This is an optimization exercise on Yosys and OpenROAD, whose aim is small area and a short achievable clock period, not a production implementation.
Function was not checked in any run shown here: the RTL went through the layout flow alone.

## flow/design.v (module list and top-level ports; edited modules follow where they fit)
// module Filter_IIR: 3596 lines
// module iir_fa: 6 lines
// module iir_ha: 6 lines
module Filter_IIR(Output, Input, clk, reset);
  // ...
==> flow/flow/run.sh <==
#!/bin/bash
export BUFFER_PORTS_ARGS="-buffer_cell sky130_fd_sc_hd__buf_2"
bash standard.sh > standard.log 2>&1
==> flow/standard.sh <==
#!/bin/bash
# synth_recipe.tcl (not shown) runs the flow's synth.tcl, then flattens the netlist and writes it again
# the make line also repeats each setting of config.mk as NAME=value (left out here)
make -C /OpenROAD-flow-scripts/flow DESIGN_CONFIG=/design/flow/config.mk WORK_HOME=/design/flow/orfs CLKGATE_MAP_FILE= SYNTH_SCRIPT=/design/flow/synth_recipe.tcl "${@:-finish}"
==> flow/config.mk <==
export PLATFORM = sky130hd
export DESIGN_NAME = Filter_IIR
export DESIGN_NICKNAME = Filter_IIR
export VERILOG_FILES = /design/flow/design.v
export SDC_FILE = /design/flow/constraint.sdc
export NUM_CORES = 4
export LEC_CHECK = 0
export CAP_MARGIN = 20
export CORE_MARGIN = 2
export CORE_UTILIZATION = 40
export SLEW_MARGIN = 20
export SYNTH_HIERARCHICAL = 1
export SYNTH_MINIMUM_KEEP_SIZE = 0
==> flow/constraint.sdc <==
create_clock -name core_clock -period 40.0 [get_ports {clk}]
set_input_delay 8.0000 -clock core_clock [delete_from_list [all_inputs] [get_ports {clk}]]
set_output_delay 8.0000 -clock core_clock [all_outputs]
set_load 0.01 [all_outputs]
==> results.yml, run 1 <==
run_status:
  status: "timing/DRC/antenna clean"
logic_synthesis:
  synth_edf_count: 0
  synth_area_um2: 30300
  synth_nets: 3650
  yosys.area_share.simple_pct: 3.21
  synth_common_cells: "fa_1, inv_1, ha_1"
setup_path:
  critPathKind: "primary input to primary output"
  cp-startpoint: "Input[12]"
floorplan:
  start_util_pct: 40.6
  ios: 66
  rows: 100
worst_hold_path:
  hold_depth: 0
  hold_path_class: "register to register"
sta:
  fin_tns_setup_ps: 0
  tightest_slew_ps: 1040
  slew_headroom_pct: 30.4
global_routing:
  grt_remaining_overflow: 0
  grt_max_degree: 104
  grtUsageMet2_pct: 31.6
routing:
  highest_layer: "met4"
finish:
  sh_seq_area_pct: 12.5
  seq_area_um2: 4050
  multi_input_area_share_pct: 73.2
cts:
  cts_sinks: 162
==> run 2: changes to the inputs <==
--- a/flow/config.mk
+++ b/flow/config.mk
@@ -9,4 +9,6 @@
 export CORE_MARGIN = 2
 export CORE_UTILIZATION = 40
+export CTS_BUF_LIST = sky130_fd_sc_hd__clkbuf_8
+export CTS_CLUSTER_SIZE = 30
 export SLEW_MARGIN = 20
 export SYNTH_HIERARCHICAL = 1
==> run 2 against run 1 <==
  * Highest routed layer unchanged
  * Die area did not move
  * Utilization fell by 0.25 points
  * Still clean on timing, DRC and antenna
  * Critical path depth did not move
==> results.yml, run 2 <==
finish:
  final_layout_size_suffix_gt1_share_pct: 4.85
  largest_reg_flops: 24
  final_cell_mix: "fa_1, inv_1, ha_1, dfrtp_1, xnor2_1"
  syn2layout_area_growth_pct: 6.15
  fillCellCount: 6854
  seq_area_um2: 4050
  final_cells: 3525
  top_register: "s1_c"
  final_nets: 3720
  multi_input_area_um2: 23700
  final_common_cell: "fa_1"
worst_hold_path:
  hold_depth: 0
  hp-start: "s3_d1[1]"
  whs_endpoint: "s3_d2[1]"
  hold_path_class: "register to register"
sta:
  tightest_slew_ps: 1050
  period_share_pct: 69.7
  fmax_ghz: 0.0358
  hold_viol_final: 0
  setup_viol: 0
  slew_viol_final: 0
  rsz0062_at_grt: "false"
  fin_skew_ps: 16.7
  slew_headroom_pct: 29.9
  fin_tns_setup_ps: 0
  finalCriticalPeriod_ps: 27900
logic_synthesis:
  synth_edf_count: 0
  syn_inst: 2472
  yosys.area_share.simple_pct: 3.21
  synth.most_common_cell: "fa_1"
  synth.avg_cell_area_um2: 12.3
  synth_area_um2: 30300
  ys_ff_latch: 162
  yosysTopAreaCell: "fa_1"
  netlist_top_cells_area: "fa_1, ha_1, dfrtp_1"
  synth_xor_area_share_pct: 3.46
  ys_seq_area_share_pct: 13.4
  synth_top_area_share_pct: 52.3
  synth_compound_area_share_pct: 4.13
  ys.flop_type: "dfrtp_1"
  async_flop_share_pct: 100
  ys_warn_count: 7
  synth_top_family_by_area: "adder cells"
  synth_cell_types: 64
  synth_nets: 3650
  yosys.area_share.adder_pct: 67.3
  muxShareOfSynthArea_pct: 0
  synth_common_cells: "fa_1, inv_1, ha_1"
global_routing:
  grt_usage_pct: 18.3
  grt_max_degree: 104
  grt_first_pass_wirelength_mm: 109
  grt_pass1_vias: 20300
  antenna_found_initial: 1
  grt_remaining_overflow: 0
routing:
  ant_nets: 0
  vias: 17000
  wl_per_cell_um: 18.2
  drt_pass1_iterations: 5
  drt-initial-drc-count: 632
  remaining_drc_errors: 0
  wl_mm: 64.2
  via_per_inst: 4.83
floorplan:
  die_area_um2: 78000
  die_h_um: 279
  start_util_pct: 40.6
  core-area_um2: 74700
  rows: 100
  ios: 66
  die_x_um: 279
cts:
  hold_buffers: 0
  cts.clk_slew.worst_paths_ps: 100
  cts_setup_buffers: 0
  clk_path_buf_depth: 2
  clock_latency_ps: 580
  cts-resized-gates: 0
  numCtsBuffers: 17
  htreeDepth: 4
  cts_sinks: 162
  cts_tree: "yes"
  root_buffer: "clkbuf_8"
run_status:
  status: "timing/DRC/antenna clean"
setup_path:
  r2r_setup_slack_ps: 19710
  end_kind: "primary output"
  cp_max_fo: 9
  reg2reg_from: "s2_d1[0]"
  r2r_end: "s3_d1[22]"
  crit_slowest_cell: "xor2_1"
  start_kind: "primary input"
  slowest_delay_ps: 680
  reg2reg_depth: 63
  critPathKind: "primary input to primary output"
  crit_top_cell: "fa_1"
  required_ps: 32000
  critPathArrivalTime_ps: 19900
placed_design:
  placed_cells_incl_taps: 3492
  io_buffer_count: 65
  dpl.hpwl_mm: 58.6
  gp_congestion: 0.927
run:
  maxCapViolCount: 0
==> run 2: cell counts after synthesis <==
Identical to the previous run, type by type.
==> run 2: layout make-up <==
type                       instances  area share, %
clock buffer                      21          0.899
sequential                       162           12.6
multi-input combinational       1645           73.6
tap                              969           3.77
inverter                         644           7.52
timing repair buffer              72           1.20
antenna                            1        0.00778
clock inverter                    11          0.397
==> run 2: Yosys stat by module, one instance, submodules excluded <==
module	flops+latches	cells	times used
iir_ha	0	1	57
Filter_IIR	162	1635	1
iir_fa	0	1	780
==> run 2: kinds of logic after synthesis <==
kind of cell,after synthesis
xor gates and xnor gates,118
and+or+nand+nor,183
buffers and inverters,665
AOI/OAI and AO/OA,185
DFF,162
adders and majority gates,1159
==> run 2: per-stage QoR <==
stage,cell area (um^2),hold slack (ps),utilization (%),setup slack (ps)
finish,32200,408,43.1,12100
global route,32200,418,43.1,11220
CTS,32200,423,43.1,12090
detailed placement,31700,394,42.5,12150
global placement,31700,376,42.5,12470
floorplan,30300,354,-,13710
==> run 2: worst max-delay path by stage <==
stage                     startpoint          to  slack, ps  depth (start not counted)
after floorplan            Input[12]  Output[24]      13710                         41
after global placement     Input[12]  Output[23]      12470                         42
after detailed placement   Input[12]  Output[24]      12150                         42
after CTS                  Input[12]  Output[24]      12090                         42
after global routing       Input[12]  Output[26]      11220                         42
final                      Input[12]  Output[24]      12100                         42
==> run 2: per-layer routing <==
| layer | routed length [um] | global-route usage (%) | vias to the layer above |
|---|---|---|---|
| met1 | 27700 | 23.9 | 9041 |
| li1 | - | - | 7659 |
| met2 | 32900 | 31.7 | 239 |
| met3 | 2220 | 3.16 | 78 |
| met4 | 1410 | 4.66 | 0 |
| met5 | 0 | 0 | - |
==> run 2: worst max-delay path, delay by kind of cell <==
family,cells,cell delay [ps]
XOR/XNOR,3,1550
AND/OR/NAND/NOR,4,610
adder cells (fa/ha/maj),10,4400
AO/OA/AOI/OAI,20,4760
buffers and inverters,5,600

[re-timing with driven ports]
The flow's constraints put no driver on any port. The routed layouts listed below were extracted and timed again, unchanged, in two steps. Step 1: set_driving_cell puts a clkbuf_16 on clk and a buf_2 on each other input, an assumption about the parent block. Step 2 moves the port delays by t, midway between the first and last clock arrival at a register: inputs arrive t later, outputs are due t later. That takes back most of the time a late clock gives input paths. a / b / c = ideal ports / drivers / drivers and shift; a / b = the first two.
| run | t (ns) | slack for setup (ns) | worst setup path at the end |
|---|---|---|---|
| run 1 | 0.548 | 12.141 / 12.115 / 12.115 | input to output |
| run 2 | 0.629 | 12.104 / 12.078 / 12.078 | input to output |
After both steps every run listed still meets setup and hold.
